Background: an optimization exercise with open tools, aiming at small area and a short achievable clock period. Do not read the settings as production practice.
No run shown here included a check of the RTL's function; only the layout flow was run.

==> flow/design.v, too long to show whole: its modules and the start of the top module <==
// module FA: 9 lines
// module HA: 8 lines
// module RADD: 6 lines
// module YADD: 8 lines
// module YSEL: 48 lines
// module XOR2M: 6 lines
// module INV: 5 lines
// module G_INV: 5 lines
// module G_XOR2: 6 lines
// module G_XNOR2: 6 lines
// module G_NAND2: 6 lines
// module G_NOR2: 6 lines
// module G_AOI21: 7 lines
// module G_OAI21: 7 lines
// module G_AND2: 6 lines
// module G_OR2: 6 lines
// module G_ANDN: 6 lines
// module G_ORN: 6 lines
// module G_AO21: 7 lines
// module G_MUX2: 7 lines
// module G_MUX2I: 7 lines
// module G_MUX4: 10 lines
// module QCANDN: 13 lines
// module QCANDR: 26 lines
// module QCAND: 11 lines
// module FIR_transposed: 6017 lines
module FIR_transposed(clk, reset, noisy_signal, filtered_real);
  // ...
==> flow/flow/run.sh <==
#!/bin/bash
# Standard layout with a larger setup-repair margin.
bash standard.sh SETUP_SLACK_MARGIN=6.0 finish > standard.log 2>&1
==> flow/standard.sh <==
#!/bin/bash
# synth_recipe.tcl (not shown) runs the flow's synth.tcl, then flattens the netlist and writes it again
# the make line also repeats each setting of config.mk as NAME=value (left out here)
make -C /OpenROAD-flow-scripts/flow DESIGN_CONFIG=/design/flow/config.mk WORK_HOME=/design/flow/orfs CLKGATE_MAP_FILE= SYNTH_SCRIPT=/design/flow/synth_recipe.tcl "${@:-finish}"
==> flow/config.mk <==
export PLATFORM = sky130hd
export DESIGN_NAME = FIR_transposed
export DESIGN_NICKNAME = FIR_transposed
export VERILOG_FILES = /design/flow/design.v
export SDC_FILE = /design/flow/constraint.sdc
export NUM_CORES = 8
export LEC_CHECK = 0
export ABC_CLOCK_PERIOD_IN_PS = 2000
export CAP_MARGIN = 20
export CORE_MARGIN = 2
export CORE_UTILIZATION = 65
export CTS_BUF_LIST = sky130_fd_sc_hd__clkbuf_8
export CTS_CLUSTER_DIAMETER = 100
export CTS_CLUSTER_SIZE = 16
export SETUP_SLACK_MARGIN = 5
export SLEW_MARGIN = 20
export SYNTH_HIERARCHICAL = 1
==> flow/constraint.sdc <==
create_clock -name core_clock -period 13.0 [get_ports {clk}]
set_input_delay 2.6000 -clock core_clock [delete_from_list [all_inputs] [get_ports {clk}]]
set_output_delay 2.6000 -clock core_clock [all_outputs]
set_load 0.01 [all_outputs]
==> impl_results.rst, run 1 <==
.. list-table::
   :header-rows: 1

   * - Metric
     - Value
   * - Critical Path Max Stage Delay
     - approximately 0.24 ns
   * - Clock slew seen by the registers of the worst setup and hold paths
     - about 0.10 ns
   * - Multi-input gates
     - 3629
   * - Dominant kind of cell
     - multi-input combinational cells
   * - Critical path start-end classification
     - input pin to output port
   * - Maximum fanout along the worst path
     - 8
   * - Final Max Slew Viols
     - 0
   * - Total length of routed met2 wires
     - slightly above 100 mm
   * - Top routing layer used
     - met5
   * - ANT cells
     - 3
   * - Worst Hold End
     - h27[11]$_DFF_P_
   * - Area after detailed placement
     - between 70000 and 80000 sq um
   * - Area of all sequential standard cells
     - 18490 sq um
   * - Final ANT Viol Nets
     - 0
   * - Met3 routing resource usage after global routing
     - about a tenth
   * - Adder-cell share of the synthesized area
     - 60.92%
   * - Category of the worst setup path launch point
     - input pin
   * - Average routed wire per standard cell
     - between 30 and 40 um
   * - Biggest regs
     - R (32), T1a (31), T2a (31)
   * - Buffers plus inverters on the worst setup path
     - 4
   * - Synth Area in Compound Gates
     - 0.8581%
   * - Met2 global-route usage
     - approximately 65%
   * - Final routed wirelength across all metal layers
     - approximately 210 mm
   * - Final weighted congestion in routability-driven placement
     - between 1 and 1.5
   * - Total placed cells including tap cells
     - between 6000 and 7000
   * - Maximum frequency from static timing analysis
     - roughly 140 MHz
   * - Cell with the most instances after synthesis
     - sky130_fd_sc_hd__fa_1
   * - Synth-to-Final Area Change
     - 7.053%
   * - Via count of the first global-routing pass
     - 43963
   * - Row count
     - around 120
   * - Status
     - timing/DRC/antenna clean
   * - Sequential cell count
     - slightly above 900
==> run 2: changes to the inputs <==
--- a/flow/design.v
+++ b/flow/design.v
@@ -6062,194 +6062,212 @@
   G_NOR2 u_yq130 (.a(yq122), .b(yq120), .y(yq130));
   wire yq131;
   G_AOI21 u_yq131 (.a1(yq130), .a2(yq127), .b1(yq129), .y(yq131));
   wire yq132;
   G_NAND2 u_yq132 (.a(yq130), .b(yq128), .y(yq132));
   wire yq133;
   G_OAI21 u_yq133 (.a1(yq132), .a2(yq126), .b1(yq131), .y(yq133));
   wire yq134;
-  G_OAI21 u_yq134 (.a1(yq132), .a2(yq126), .b1(yq131), .y(yq134));
+  G_AOI21 u_yq134 (.a1(yq125), .a2(yq123), .b1(yq124), .y(yq134));
   wire yq135;
-  G_OAI21 u_yq135 (.a1(yq132), .a2(yq126), .b1(yq131), .y(yq135));
+  G_AOI21 u_yq135 (.a1(yq130), .a2(yq127), .b1(yq129), .y(yq135));
   wire yq136;
-  G_OAI21 u_yq136 (.a1(yq132), .a2(yq126), .b1(yq131), .y(yq136));
-  wire [15:0] rh = r[31:16];
-  wire [15:0] n0, np1, np2, nm1, nm2;
-  QCANDR u_qc (.rh(rh), .n0(n0), .np1(np1), .np2(np2), .nm1(nm1), .nm2(nm2));
+  G_NAND2 u_yq136 (.a(yq130), .b(yq128), .y(yq136));
   wire yq137;
-  G_MUX2I u_yq137 (.a0(nm2[0]), .a1(n0[0]), .s(x[15]), .y(yq137));
+  G_OAI21 u_yq137 (.a1(yq136), .a2(yq134), .b1(yq135), .y(yq137));
   wire yq138;
-  G_MUX2I u_yq138 (.a0(nm1[0]), .a1(np1[0]), .s(x[15]), .y(yq138));
+  G_AOI21 u_yq138 (.a1(yq125), .a2(yq123), .b1(yq124), .y(yq138));
   wire yq139;
-  G_MUX2I u_yq139 (.a0(n0[0]), .a1(np2[0]), .s(x[15]), .y(yq139));
+  G_AOI21 u_yq139 (.a1(yq130), .a2(yq127), .b1(yq129), .y(yq139));
   wire yq140;
-  G_MUX2I u_yq140 (.a0(yq138), .a1(yq137), .s(yq77), .y(yq140));
+  G_NAND2 u_yq140 (.a(yq130), .b(yq128), .y(yq140));
   wire yq141;
-  G_MUX2I u_yq141 (.a0(yq139), .a1(yq138), .s(yq77), .y(yq141));
-  G_MUX2I u_yo0 (.a0(yq140), .a1(yq141), .s(yq133), .y(y[0]));
+  G_OAI21 u_yq141 (.a1(yq140), .a2(yq138), .b1(yq139), .y(yq141));
   wire yq142;
-  G_MUX2I u_yq142 (.a0(nm2[1]), .a1(n0[1]), .s(x[15]), .y(yq142));
+  G_AOI21 u_yq142 (.a1(yq125), .a2(yq123), .b1(yq124), .y(yq142));
   wire yq143;
-  G_MUX2I u_yq143 (.a0(nm1[1]), .a1(np1[1]), .s(x[15]), .y(yq143));
+  G_AOI21 u_yq143 (.a1(yq130), .a2(yq127), .b1(yq129), .y(yq143));
   wire yq144;
-  G_MUX2I u_yq144 (.a0(n0[1]), .a1(np2[1]), .s(x[15]), .y(yq144));
+  G_NAND2 u_yq144 (.a(yq130), .b(yq128), .y(yq144));
   wire yq145;
-  G_MUX2I u_yq145 (.a0(yq143), .a1(yq142), .s(yq77), .y(yq145));
+  G_OAI21 u_yq145 (.a1(yq144), .a2(yq142), .b1(yq143), .y(yq145));
+  wire [15:0] rh = r[31:16];
+  wire [15:0] n0, np1, np2, nm1, nm2;
+  QCANDR u_qc (.rh(rh), .n0(n0), .np1(np1), .np2(np2), .nm1(nm1), .nm2(nm2));
   wire yq146;
-  G_MUX2I u_yq146 (.a0(yq144), .a1(yq143), .s(yq77), .y(yq146));
-  G_MUX2I u_yo1 (.a0(yq145), .a1(yq146), .s(yq133), .y(y[1]));
+  G_MUX2I u_yq146 (.a0(nm2[0]), .a1(n0[0]), .s(x[15]), .y(yq146));
   wire yq147;
-  G_MUX2I u_yq147 (.a0(nm2[2]), .a1(n0[2]), .s(x[15]), .y(yq147));
+  G_MUX2I u_yq147 (.a0(nm1[0]), .a1(np1[0]), .s(x[15]), .y(yq147));
   wire yq148;
-  G_MUX2I u_yq148 (.a0(nm1[2]), .a1(np1[2]), .s(x[15]), .y(yq148));
+  G_MUX2I u_yq148 (.a0(n0[0]), .a1(np2[0]), .s(x[15]), .y(yq148));
   wire yq149;
-  G_MUX2I u_yq149 (.a0(n0[2]), .a1(np2[2]), .s(x[15]), .y(yq149));
+  G_MUX2I u_yq149 (.a0(yq147), .a1(yq146), .s(yq77), .y(yq149));
   wire yq150;
   G_MUX2I u_yq150 (.a0(yq148), .a1(yq147), .s(yq77), .y(yq150));
+  G_MUX2I u_yo0 (.a0(yq149), .a1(yq150), .s(yq133), .y(y[0]));
   wire yq151;
-  G_MUX2I u_yq151 (.a0(yq149), .a1(yq148), .s(yq77), .y(yq151));
-  G_MUX2I u_yo2 (.a0(yq150), .a1(yq151), .s(yq133), .y(y[2]));
+  G_MUX2I u_yq151 (.a0(nm2[1]), .a1(n0[1]), .s(x[15]), .y(yq151));
   wire yq152;
-  G_MUX2I u_yq152 (.a0(nm2[3]), .a1(n0[3]), .s(x[15]), .y(yq152));
+  G_MUX2I u_yq152 (.a0(nm1[1]), .a1(np1[1]), .s(x[15]), .y(yq152));
   wire yq153;
-  G_MUX2I u_yq153 (.a0(nm1[3]), .a1(np1[3]), .s(x[15]), .y(yq153));
+  G_MUX2I u_yq153 (.a0(n0[1]), .a1(np2[1]), .s(x[15]), .y(yq153));
   wire yq154;
-  G_MUX2I u_yq154 (.a0(n0[3]), .a1(np2[3]), .s(x[15]), .y(yq154));
+  G_MUX2I u_yq154 (.a0(yq152), .a1(yq151), .s(yq77), .y(yq154));
   wire yq155;
   G_MUX2I u_yq155 (.a0(yq153), .a1(yq152), .s(yq77), .y(yq155));
+  G_MUX2I u_yo1 (.a0(yq154), .a1(yq155), .s(yq133), .y(y[1]));
   wire yq156;
-  G_MUX2I u_yq156 (.a0(yq154), .a1(yq153), .s(yq77), .y(yq156));
-  G_MUX2I u_yo3 (.a0(yq155), .a1(yq156), .s(yq133), .y(y[3]));
+  G_MUX2I u_yq156 (.a0(nm2[2]), .a1(n0[2]), .s(x[15]), .y(yq156));
   wire yq157;
-  G_MUX2I u_yq157 (.a0(nm2[4]), .a1(n0[4]), .s(x[15]), .y(yq157));
+  G_MUX2I u_yq157 (.a0(nm1[2]), .a1(np1[2]), .s(x[15]), .y(yq157));
   wire yq158;
-  G_MUX2I u_yq158 (.a0(nm1[4]), .a1(np1[4]), .s(x[15]), .y(yq158));
+  G_MUX2I u_yq158 (.a0(n0[2]), .a1(np2[2]), .s(x[15]), .y(yq158));
   wire yq159;
-  G_MUX2I u_yq159 (.a0(n0[4]), .a1(np2[4]), .s(x[15]), .y(yq159));
+  G_MUX2I u_yq159 (.a0(yq157), .a1(yq156), .s(yq77), .y(yq159));
   wire yq160;
   G_MUX2I u_yq160 (.a0(yq158), .a1(yq157), .s(yq77), .y(yq160));
+  G_MUX2I u_yo2 (.a0(yq159), .a1(yq160), .s(yq133), .y(y[2]));
   wire yq161;
-  G_MUX2I u_yq161 (.a0(yq159), .a1(yq158), .s(yq77), .y(yq161));
-  G_MUX2I u_yo4 (.a0(yq160), .a1(yq161), .s(yq134), .y(y[4]));
+  G_MUX2I u_yq161 (.a0(nm2[3]), .a1(n0[3]), .s(x[15]), .y(yq161));
   wire yq162;
-  G_MUX2I u_yq162 (.a0(nm2[5]), .a1(n0[5]), .s(x[15]), .y(yq162));
+  G_MUX2I u_yq162 (.a0(nm1[3]), .a1(np1[3]), .s(x[15]), .y(yq162));
   wire yq163;
-  G_MUX2I u_yq163 (.a0(nm1[5]), .a1(np1[5]), .s(x[15]), .y(yq163));
+  G_MUX2I u_yq163 (.a0(n0[3]), .a1(np2[3]), .s(x[15]), .y(yq163));
   wire yq164;
-  G_MUX2I u_yq164 (.a0(n0[5]), .a1(np2[5]), .s(x[15]), .y(yq164));
+  G_MUX2I u_yq164 (.a0(yq162), .a1(yq161), .s(yq77), .y(yq164));
   wire yq165;
   G_MUX2I u_yq165 (.a0(yq163), .a1(yq162), .s(yq77), .y(yq165));
+  G_MUX2I u_yo3 (.a0(yq164), .a1(yq165), .s(yq133), .y(y[3]));
   wire yq166;
-  G_MUX2I u_yq166 (.a0(yq164), .a1(yq163), .s(yq77), .y(yq166));
-  G_MUX2I u_yo5 (.a0(yq165), .a1(yq166), .s(yq134), .y(y[5]));
+  G_MUX2I u_yq166 (.a0(nm2[4]), .a1(n0[4]), .s(x[15]), .y(yq166));
   wire yq167;
-  G_MUX2I u_yq167 (.a0(nm2[6]), .a1(n0[6]), .s(x[15]), .y(yq167));
+  G_MUX2I u_yq167 (.a0(nm1[4]), .a1(np1[4]), .s(x[15]), .y(yq167));
   wire yq168;
-  G_MUX2I u_yq168 (.a0(nm1[6]), .a1(np1[6]), .s(x[15]), .y(yq168));
+  G_MUX2I u_yq168 (.a0(n0[4]), .a1(np2[4]), .s(x[15]), .y(yq168));
   wire yq169;
-  G_MUX2I u_yq169 (.a0(n0[6]), .a1(np2[6]), .s(x[15]), .y(yq169));
+  G_MUX2I u_yq169 (.a0(yq167), .a1(yq166), .s(yq77), .y(yq169));
   wire yq170;
   G_MUX2I u_yq170 (.a0(yq168), .a1(yq167), .s(yq77), .y(yq170));
+  G_MUX2I u_yo4 (.a0(yq169), .a1(yq170), .s(yq137), .y(y[4]));
   wire yq171;
-  G_MUX2I u_yq171 (.a0(yq169), .a1(yq168), .s(yq77), .y(yq171));
-  G_MUX2I u_yo6 (.a0(yq170), .a1(yq171), .s(yq134), .y(y[6]));
+  G_MUX2I u_yq171 (.a0(nm2[5]), .a1(n0[5]), .s(x[15]), .y(yq171));
   wire yq172;
-  G_MUX2I u_yq172 (.a0(nm2[7]), .a1(n0[7]), .s(x[15]), .y(yq172));
+  G_MUX2I u_yq172 (.a0(nm1[5]), .a1(np1[5]), .s(x[15]), .y(yq172));
   wire yq173;
-  G_MUX2I u_yq173 (.a0(nm1[7]), .a1(np1[7]), .s(x[15]), .y(yq173));
+  G_MUX2I u_yq173 (.a0(n0[5]), .a1(np2[5]), .s(x[15]), .y(yq173));
   wire yq174;
-  G_MUX2I u_yq174 (.a0(n0[7]), .a1(np2[7]), .s(x[15]), .y(yq174));
+  G_MUX2I u_yq174 (.a0(yq172), .a1(yq171), .s(yq77), .y(yq174));
   wire yq175;
   G_MUX2I u_yq175 (.a0(yq173), .a1(yq172), .s(yq77), .y(yq175));
+  G_MUX2I u_yo5 (.a0(yq174), .a1(yq175), .s(yq137), .y(y[5]));
   wire yq176;
-  G_MUX2I u_yq176 (.a0(yq174), .a1(yq173), .s(yq77), .y(yq176));
-  G_MUX2I u_yo7 (.a0(yq175), .a1(yq176), .s(yq134), .y(y[7]));
+  G_MUX2I u_yq176 (.a0(nm2[6]), .a1(n0[6]), .s(x[15]), .y(yq176));
   wire yq177;
-  G_MUX2I u_yq177 (.a0(nm2[8]), .a1(n0[8]), .s(x[15]), .y(yq177));
+  G_MUX2I u_yq177 (.a0(nm1[6]), .a1(np1[6]), .s(x[15]), .y(yq177));
   wire yq178;
-  G_MUX2I u_yq178 (.a0(nm1[8]), .a1(np1[8]), .s(x[15]), .y(yq178));
+  G_MUX2I u_yq178 (.a0(n0[6]), .a1(np2[6]), .s(x[15]), .y(yq178));
   wire yq179;
-  G_MUX2I u_yq179 (.a0(n0[8]), .a1(np2[8]), .s(x[15]), .y(yq179));
+  G_MUX2I u_yq179 (.a0(yq177), .a1(yq176), .s(yq77), .y(yq179));
   wire yq180;
   G_MUX2I u_yq180 (.a0(yq178), .a1(yq177), .s(yq77), .y(yq180));
+  G_MUX2I u_yo6 (.a0(yq179), .a1(yq180), .s(yq137), .y(y[6]));
   wire yq181;
-  G_MUX2I u_yq181 (.a0(yq179), .a1(yq178), .s(yq77), .y(yq181));
-  G_MUX2I u_yo8 (.a0(yq180), .a1(yq181), .s(yq135), .y(y[8]));
+  G_MUX2I u_yq181 (.a0(nm2[7]), .a1(n0[7]), .s(x[15]), .y(yq181));
   wire yq182;
-  G_MUX2I u_yq182 (.a0(nm2[9]), .a1(n0[9]), .s(x[15]), .y(yq182));
+  G_MUX2I u_yq182 (.a0(nm1[7]), .a1(np1[7]), .s(x[15]), .y(yq182));
   wire yq183;
-  G_MUX2I u_yq183 (.a0(nm1[9]), .a1(np1[9]), .s(x[15]), .y(yq183));
+  G_MUX2I u_yq183 (.a0(n0[7]), .a1(np2[7]), .s(x[15]), .y(yq183));
   wire yq184;
-  G_MUX2I u_yq184 (.a0(n0[9]), .a1(np2[9]), .s(x[15]), .y(yq184));
+  G_MUX2I u_yq184 (.a0(yq182), .a1(yq181), .s(yq77), .y(yq184));
   wire yq185;
   G_MUX2I u_yq185 (.a0(yq183), .a1(yq182), .s(yq77), .y(yq185));
+  G_MUX2I u_yo7 (.a0(yq184), .a1(yq185), .s(yq137), .y(y[7]));
   wire yq186;
-  G_MUX2I u_yq186 (.a0(yq184), .a1(yq183), .s(yq77), .y(yq186));
-  G_MUX2I u_yo9 (.a0(yq185), .a1(yq186), .s(yq135), .y(y[9]));
+  G_MUX2I u_yq186 (.a0(nm2[8]), .a1(n0[8]), .s(x[15]), .y(yq186));
   wire yq187;
-  G_MUX2I u_yq187 (.a0(nm2[10]), .a1(n0[10]), .s(x[15]), .y(yq187));
+  G_MUX2I u_yq187 (.a0(nm1[8]), .a1(np1[8]), .s(x[15]), .y(yq187));
   wire yq188;
-  G_MUX2I u_yq188 (.a0(nm1[10]), .a1(np1[10]), .s(x[15]), .y(yq188));
+  G_MUX2I u_yq188 (.a0(n0[8]), .a1(np2[8]), .s(x[15]), .y(yq188));
   wire yq189;
-  G_MUX2I u_yq189 (.a0(n0[10]), .a1(np2[10]), .s(x[15]), .y(yq189));
+  G_MUX2I u_yq189 (.a0(yq187), .a1(yq186), .s(yq77), .y(yq189));
   wire yq190;
   G_MUX2I u_yq190 (.a0(yq188), .a1(yq187), .s(yq77), .y(yq190));
+  G_MUX2I u_yo8 (.a0(yq189), .a1(yq190), .s(yq141), .y(y[8]));
   wire yq191;
-  G_MUX2I u_yq191 (.a0(yq189), .a1(yq188), .s(yq77), .y(yq191));
-  G_MUX2I u_yo10 (.a0(yq190), .a1(yq191), .s(yq135), .y(y[10]));
+  G_MUX2I u_yq191 (.a0(nm2[9]), .a1(n0[9]), .s(x[15]), .y(yq191));
   wire yq192;
-  G_MUX2I u_yq192 (.a0(nm2[11]), .a1(n0[11]), .s(x[15]), .y(yq192));
+  G_MUX2I u_yq192 (.a0(nm1[9]), .a1(np1[9]), .s(x[15]), .y(yq192));
   wire yq193;
-  G_MUX2I u_yq193 (.a0(nm1[11]), .a1(np1[11]), .s(x[15]), .y(yq193));
+  G_MUX2I u_yq193 (.a0(n0[9]), .a1(np2[9]), .s(x[15]), .y(yq193));
   wire yq194;
-  G_MUX2I u_yq194 (.a0(n0[11]), .a1(np2[11]), .s(x[15]), .y(yq194));
+  G_MUX2I u_yq194 (.a0(yq192), .a1(yq191), .s(yq77), .y(yq194));
   wire yq195;
   G_MUX2I u_yq195 (.a0(yq193), .a1(yq192), .s(yq77), .y(yq195));
+  G_MUX2I u_yo9 (.a0(yq194), .a1(yq195), .s(yq141), .y(y[9]));
   wire yq196;
-  G_MUX2I u_yq196 (.a0(yq194), .a1(yq193), .s(yq77), .y(yq196));
-  G_MUX2I u_yo11 (.a0(yq195), .a1(yq196), .s(yq135), .y(y[11]));
+  G_MUX2I u_yq196 (.a0(nm2[10]), .a1(n0[10]), .s(x[15]), .y(yq196));
   wire yq197;
-  G_MUX2I u_yq197 (.a0(nm2[12]), .a1(n0[12]), .s(x[15]), .y(yq197));
+  G_MUX2I u_yq197 (.a0(nm1[10]), .a1(np1[10]), .s(x[15]), .y(yq197));
   wire yq198;
-  G_MUX2I u_yq198 (.a0(nm1[12]), .a1(np1[12]), .s(x[15]), .y(yq198));
+  G_MUX2I u_yq198 (.a0(n0[10]), .a1(np2[10]), .s(x[15]), .y(yq198));
   wire yq199;
-  G_MUX2I u_yq199 (.a0(n0[12]), .a1(np2[12]), .s(x[15]), .y(yq199));
+  G_MUX2I u_yq199 (.a0(yq197), .a1(yq196), .s(yq77), .y(yq199));
   wire yq200;
   G_MUX2I u_yq200 (.a0(yq198), .a1(yq197), .s(yq77), .y(yq200));
+  G_MUX2I u_yo10 (.a0(yq199), .a1(yq200), .s(yq141), .y(y[10]));
   wire yq201;
-  G_MUX2I u_yq201 (.a0(yq199), .a1(yq198), .s(yq77), .y(yq201));
-  G_MUX2I u_yo12 (.a0(yq200), .a1(yq201), .s(yq136), .y(y[12]));
+  G_MUX2I u_yq201 (.a0(nm2[11]), .a1(n0[11]), .s(x[15]), .y(yq201));
   wire yq202;
-  G_MUX2I u_yq202 (.a0(nm2[13]), .a1(n0[13]), .s(x[15]), .y(yq202));
+  G_MUX2I u_yq202 (.a0(nm1[11]), .a1(np1[11]), .s(x[15]), .y(yq202));
   wire yq203;
-  G_MUX2I u_yq203 (.a0(nm1[13]), .a1(np1[13]), .s(x[15]), .y(yq203));
+  G_MUX2I u_yq203 (.a0(n0[11]), .a1(np2[11]), .s(x[15]), .y(yq203));
   wire yq204;
-  G_MUX2I u_yq204 (.a0(n0[13]), .a1(np2[13]), .s(x[15]), .y(yq204));
+  G_MUX2I u_yq204 (.a0(yq202), .a1(yq201), .s(yq77), .y(yq204));
   wire yq205;
   G_MUX2I u_yq205 (.a0(yq203), .a1(yq202), .s(yq77), .y(yq205));
+  G_MUX2I u_yo11 (.a0(yq204), .a1(yq205), .s(yq141), .y(y[11]));
   wire yq206;
-  G_MUX2I u_yq206 (.a0(yq204), .a1(yq203), .s(yq77), .y(yq206));
-  G_MUX2I u_yo13 (.a0(yq205), .a1(yq206), .s(yq136), .y(y[13]));
+  G_MUX2I u_yq206 (.a0(nm2[12]), .a1(n0[12]), .s(x[15]), .y(yq206));
   wire yq207;
-  G_MUX2I u_yq207 (.a0(nm2[14]), .a1(n0[14]), .s(x[15]), .y(yq207));
+  G_MUX2I u_yq207 (.a0(nm1[12]), .a1(np1[12]), .s(x[15]), .y(yq207));
   wire yq208;
-  G_MUX2I u_yq208 (.a0(nm1[14]), .a1(np1[14]), .s(x[15]), .y(yq208));
+  G_MUX2I u_yq208 (.a0(n0[12]), .a1(np2[12]), .s(x[15]), .y(yq208));
   wire yq209;
-  G_MUX2I u_yq209 (.a0(n0[14]), .a1(np2[14]), .s(x[15]), .y(yq209));
+  G_MUX2I u_yq209 (.a0(yq207), .a1(yq206), .s(yq77), .y(yq209));
   wire yq210;
   G_MUX2I u_yq210 (.a0(yq208), .a1(yq207), .s(yq77), .y(yq210));
+  G_MUX2I u_yo12 (.a0(yq209), .a1(yq210), .s(yq145), .y(y[12]));
   wire yq211;
-  G_MUX2I u_yq211 (.a0(yq209), .a1(yq208), .s(yq77), .y(yq211));
-  G_MUX2I u_yo14 (.a0(yq210), .a1(yq211), .s(yq136), .y(y[14]));
+  G_MUX2I u_yq211 (.a0(nm2[13]), .a1(n0[13]), .s(x[15]), .y(yq211));
   wire yq212;
-  G_MUX2I u_yq212 (.a0(nm2[15]), .a1(n0[15]), .s(x[15]), .y(yq212));
+  G_MUX2I u_yq212 (.a0(nm1[13]), .a1(np1[13]), .s(x[15]), .y(yq212));
   wire yq213;
-  G_MUX2I u_yq213 (.a0(nm1[15]), .a1(np1[15]), .s(x[15]), .y(yq213));
+  G_MUX2I u_yq213 (.a0(n0[13]), .a1(np2[13]), .s(x[15]), .y(yq213));
   wire yq214;
-  G_MUX2I u_yq214 (.a0(n0[15]), .a1(np2[15]), .s(x[15]), .y(yq214));
+  G_MUX2I u_yq214 (.a0(yq212), .a1(yq211), .s(yq77), .y(yq214));
   wire yq215;
   G_MUX2I u_yq215 (.a0(yq213), .a1(yq212), .s(yq77), .y(yq215));
+  G_MUX2I u_yo13 (.a0(yq214), .a1(yq215), .s(yq145), .y(y[13]));
   wire yq216;
-  G_MUX2I u_yq216 (.a0(yq214), .a1(yq213), .s(yq77), .y(yq216));
-  G_MUX2I u_yo15 (.a0(yq215), .a1(yq216), .s(yq136), .y(y[15]));
+  G_MUX2I u_yq216 (.a0(nm2[14]), .a1(n0[14]), .s(x[15]), .y(yq216));
+  wire yq217;
+  G_MUX2I u_yq217 (.a0(nm1[14]), .a1(np1[14]), .s(x[15]), .y(yq217));
+  wire yq218;
+  G_MUX2I u_yq218 (.a0(n0[14]), .a1(np2[14]), .s(x[15]), .y(yq218));
+  wire yq219;
+  G_MUX2I u_yq219 (.a0(yq217), .a1(yq216), .s(yq77), .y(yq219));
+  wire yq220;
+  G_MUX2I u_yq220 (.a0(yq218), .a1(yq217), .s(yq77), .y(yq220));
+  G_MUX2I u_yo14 (.a0(yq219), .a1(yq220), .s(yq145), .y(y[14]));
+  wire yq221;
+  G_MUX2I u_yq221 (.a0(nm2[15]), .a1(n0[15]), .s(x[15]), .y(yq221));
+  wire yq222;
+  G_MUX2I u_yq222 (.a0(nm1[15]), .a1(np1[15]), .s(x[15]), .y(yq222));
+  wire yq223;
+  G_MUX2I u_yq223 (.a0(n0[15]), .a1(np2[15]), .s(x[15]), .y(yq223));
+  wire yq224;
+  G_MUX2I u_yq224 (.a0(yq222), .a1(yq221), .s(yq77), .y(yq224));
+  wire yq225;
+  G_MUX2I u_yq225 (.a0(yq223), .a1(yq222), .s(yq77), .y(yq225));
+  G_MUX2I u_yo15 (.a0(yq224), .a1(yq225), .s(yq145), .y(y[15]));
   assign filtered_real = y;
 endmodule
==> flow/config.mk (replaced) <==
export PLATFORM = sky130hd
export DESIGN_NAME = FIR_transposed
export DESIGN_NICKNAME = FIR_transposed
export VERILOG_FILES = /design/flow/design.v
export SDC_FILE = /design/flow/constraint.sdc
export NUM_CORES = 8
export LEC_CHECK = 0
export ABC_CLOCK_PERIOD_IN_PS = 2000
export CAP_MARGIN = 20
export CORE_MARGIN = 2
export CORE_UTILIZATION = 65
export CTS_CLUSTER_DIAMETER = 100
export CTS_CLUSTER_SIZE = 22
export SETUP_SLACK_MARGIN = 5
export SLEW_MARGIN = 20
export SYNTH_HIERARCHICAL = 1
==> run 2 against run 1 <==
  * Still clean on timing, DRC and antenna
  * Flip-flop and latch count did not move
  * Sequential share of layout area decreased by 0.084 points
  * Via count hardly changed
  * Register-to-register slack worse by 0.04 ns
  * Synthesized area about the same
  * First-iteration DRC count up 3.5%
  * Final cell count is 0.39% lower
  * Die area hardly changed
  * Non-clock buffer count shrank 18
==> impl_results.rst, run 2 <==
.. list-table::
   :header-rows: 1

   * - Metric
     - Value
   * - Unique masters post-synth
     - 22
   * - Number of DRC markers after the initial detailed-route iteration
     - between 3000 and 4000
   * - Critical path start-end classification
     - input pin to output port
   * - Biggest regs
     - R (32), T1a (31), T2a (31)
   * - Latest clock arrival within the worst-skew pair
     - ~0.73 ns
   * - Measured slew at the worst slew-check pin
     - approximately 0.99 ns
   * - Clock root buffer master
     - sky130_fd_sc_hd__clkbuf_16
   * - Commonest non-fill, non-tap cell in the layout
     - sky130_fd_sc_hd__fa_1
   * - Number of buffers inserted by port buffering
     - 33
   * - Total number of vias
     - 38465
   * - Critical-path cell list
     - buf_12 > xor2_4 > xnor2_2 > nor2_1 > a21oi_2 > o21ai_4 > buf_6 > a21oi_4 > o21ai_4 > buf_12 > mux2i_4 > buf_2
   * - Register bit total from synthesis
     - slightly above 900
   * - Row count
     - 121 (unchanged)
   * - Dominant cells by area after synthesis
     - sky130_fd_sc_hd__fa_1, sky130_fd_sc_hd__dfxtp_1, sky130_fd_sc_hd__nand2_1
   * - Setup repair after global routing missed its margin
     - yes
   * - Final weighted congestion in routability-driven placement
     - 1.040 (+2.8%)
   * - Drt via density
     - about 6
   * - Core outline area
     - about 110000 sq um
   * - Number of antenna violations at the first check in global routing
     - 3
   * - Commonest cells in the synthesized netlist
     - sky130_fd_sc_hd__fa_1, sky130_fd_sc_hd__dfxtp_1, sky130_fd_sc_hd__nand2_1
   * - Synth-to-Final Area Change
     - 7.225%
   * - Clock slew seen by the registers of the worst setup and hold paths
     - 0.09 ns (about the same)
   * - Floorplan die height
     - 334.0 um
   * - Met2 global-route usage
     - 65.00% (-0.22 points)
   * - Final Max Slew Viols
     - 0 (unchanged)
   * - Type of element capturing the critical path
     - output port
   * - I/O pin cnt
     - 34
   * - Maximum frequency from static timing analysis
     - 142.1 MHz (+0.19%)
   * - Die Width
     - between 300 and 400 um
   * - Placed wire-length estimate after detailed placement
     - between 150 and 200 mm
   * - Cell with the most instances after synthesis
     - sky130_fd_sc_hd__fa_1
   * - Tightest slew margin relative to the limit
     - between 30% and 40%
   * - H-tree depth
     - 2
   * - Cell with the largest stage delay on the worst path
     - sky130_fd_sc_hd__o21ai_4
   * - Cell area after layout
     - 75890 sq um
   * - Hold crit path type
     - register to register
   * - Final instance count without filler cells
     - 6457
   * - Number of nets produced by synthesis
     - between 7000 and 8000
   * - Highest-count cells in the layout ignoring fill and taps
     - sky130_fd_sc_hd__fa_1, sky130_fd_sc_hd__dfxtp_1, sky130_fd_sc_hd__nand2_1, sky130_fd_sc_hd__nor2_1, sky130_fd_sc_hd__inv_1
   * - Starting Density
     - around two thirds
   * - Synthesized cell area
     - 70780 sq um
   * - Maximum fanout along the worst path
     - 7 (-1)
   * - Area after detailed placement
     - 72410 sq um (+0.17%)
   * - Number of filler cells placed in the layout
     - ~7600
   * - Average routed wire per standard cell
     - 33.21 um (+0.37%)
   * - Global Route met1 Usage
     - 49.55%
   * - Final routed wirelength across all metal layers
     - 214.4 mm (about the same)
   * - Setup-violating endpoint count in the final report
     - 0
   * - Final ANT Viol Nets
     - 0 (unchanged)
   * - Arrival time at the worst endpoint
     - approximately 4.4 ns
   * - Wire length of the first global-routing pass
     - slightly above 300 mm
   * - Pin count of the biggest net entering global routing
     - 166
   * - Average cell area after synthesis
     - about 14 sq um
   * - Number of cells produced by synthesis
     - approximately 5000
   * - Max reg flops
     - 32
   * - Number of synthesized flops with an enable pin
     - 0
   * - Via count of the first global-routing pass
     - 44435 (+1.1%)
   * - Proportion of synthesized flip-flops having asynchronous set or reset
     - 0%
   * - Worst clock skew on the final layout
     - between 0.07 and 0.08 ns
   * - Critical Path Max Stage Delay
     - 0.29 ns (+0.05 ns)
   * - Share of the yosys chip area belonging to registers
     - about 26%
   * - Crit share post-route
     - between 50% and 60%
   * - Clock Sink Count
     - a little over 900
   * - Status
     - timing/DRC/antenna clean
   * - Required arrival time at the worst endpoint
     - 10.40 ns
   * - Total of max-cap violations
     - 0
   * - Share of final-layout standard cells stronger than drive strength 1
     - 10.69%
   * - Area of the die
     - between 100000 and 150000 sq um
   * - Total congestion overflow
     - 0
   * - Net count of the finished layout
     - 7240
   * - Number of buffers created by CTS
     - 53
   * - Total placed cells including tap cells
     - 6328 (+0.24%)
   * - Clock tree from TritonCTS
     - done
   * - Area leader, netlist
     - sky130_fd_sc_hd__fa_1
   * - Drt first pass iters
     - 5
   * - Global-route usage over all layers
     - about two fifths
   * - Flip-flop cell with the highest count after synthesis
     - sky130_fd_sc_hd__dfxtp_1
   * - Grt peak-use layer
     - met2
   * - Category of the worst setup path launch point
     - input pin
   * - Biggest register
     - R
   * - Synthesis Warnings
     - 7
   * - Area share of the largest cell type after synthesis
     - roughly three fifths
   * - Final sum of negative setup slack
     - 0 ns
   * - Count of final hold-check violations
     - 0
   * - Final critical delay including setup and external delays
     - between 7 and 8 ns
   * - Multi-input combinational cell area
     - 51810 sq um
   * - Met3 routing resource usage after global routing
     - 9.527% (-0.37 points)
   * - Max Buffers Root-to-Sink
     - 3
   * - Area of all sequential standard cells
     - 18470 sq um (about the same)
   * - Detailed-route DRC error count
     - 0
run 2: repair_timing:
| item | CTS | global route |
|---|---|---|
| cloned | 1 | 0 |
| endpoints found under the setup margin | 51 | 44 |
| gates resized for setup | 373 | 206 |
| pin swaps | 34 | 57 |
| setup buffers | 27 | 26 |
| hold buffers | 0 | 0 |
run 2: kinds of logic after synthesis:
logic type               after synthesis  share of synthesized area, %
multiplexers                         111                         1.570
AND/OR/NAND/NOR                     1109                         6.378
flip-flops                           919                         25.99
buffers and inverters                400                         2.650
adder cells (fa/ha/maj)             2199                         60.87
XOR/XNOR                             130                         1.609
AO/OA/AOI/OAI                         88                        0.9316
run 2: layer usage:
| metal | vias up | share of wire, % |
|---|---|---|
| li1 | 15022 | - |
| met1 | 20931 | 34 |
| met2 | 1775 | 48 |
| met3 | 737 | 8.3 |
| met4 | 0 | 9.6 |
| met5 | - | 0 |
run 2: Yosys stat by module, one instance, submodules excluded, excerpt:
module / cells / flops+latches
FIR_transposed: 2184 / 919
FA: 1 / 0
G_ANDN: 1 / 0
HA: 1 / 0
G_MUX2I: 1 / 0
G_AND2: 1 / 0
G_OAI21: 1 / 0
INV: 1 / 0
G_NAND2: 1 / 0
G_NOR2: 1 / 0
run 2: worst max-delay path: cells and delay by family:
kind                      cells  cell delay, ns
buffers and inverters         4            0.58
AOI/OAI and AO/OA             4            0.54
xor gates and xnor gates      2            0.31
muxes                         1            0.24
and+or+nand+nor               1            0.12
run 2: cell type report:
| cell class | instances | share of cell area (%) |
|---|---|---|
| Antenna cell | 2 | 0.006594 |
| Clock buffer | 59 | 1.804 |
| Clock inverter | 14 | 0.3297 |
| Inverter | 290 | 1.444 |
| Multi-Input combinational cell | 3638 | 68.27 |
| Sequential cell | 919 | 24.34 |
| Tap cell | 1414 | 2.331 |
| Timing Repair Buffer | 121 | 1.477 |
run 2: path summary, 6_finish.rpt:
| kind | start | to | slack (ns) | cells after the start |
|---|---|---|---|---|
| min | h3[4]$_DFF_P_ | h4[4]$_DFF_P_ | 0.33 | 1 |
| max | noisy_signal[3] | filtered_real[11] | 5.96 | 12 |
| max reg2reg | h35[7]$_DFF_P_ | T1a[14]$_DFF_P_ | 6.04 | 14 |
| min reg2reg | h3[4]$_DFF_P_ | h4[4]$_DFF_P_ | 0.33 | 1 |
run 2: per-stage QoR:
stage	hold WS, ns	setup WS (ns)	util (%)
6_report	0.3310	5.963	70.01
5_1_grt	0.3541	5.897	70.01
4_1_cts	0.3421	5.977	69.10
3_5_place_dp	0.3548	3.947	66.80
3_3_place_gp	0.3524	3.981	66.79
2_1_floorplan	0.3514	6.016	-

==> separate check: timing with driven ports <==
How much do the figures lean on ideal ports? The routed layouts below were timed once more, with nothing changed but the port constraints.
Step 1 (the two cells are an assumption about what drives the block):
set clk [get_ports {clk}]
set_driving_cell -lib_cell sky130_fd_sc_hd__clkbuf_16 $clk
set_driving_cell -lib_cell sky130_fd_sc_hd__buf_2 [delete_from_list [all_inputs] $clk]
Step 2 also shifts input and output timing later by t, the mid clock arrival at the registers, as if the neighbouring blocks saw the same clock.
a / b / c = no drivers / after step 1 / after step 2; a / b = the first two.
run | t (ns) | setup WS [ns] | hold slack, ns | worst register clock-pin slew, ns
run 1 | 0.833 | 5.950 / 5.889 / 5.489 | 0.359 / 0.359 / 0.359 | 0.12 / 0.12
run 2 | 0.774 | 5.963 / 5.907 / 5.655 | 0.331 / 0.331 / 0.331 | 0.10 / 0.10
After both steps every run listed still meets setup and hold. The setup slack of run 1, which loses most, moves by -0.061 ns with the drivers and by -0.461 ns with both steps.
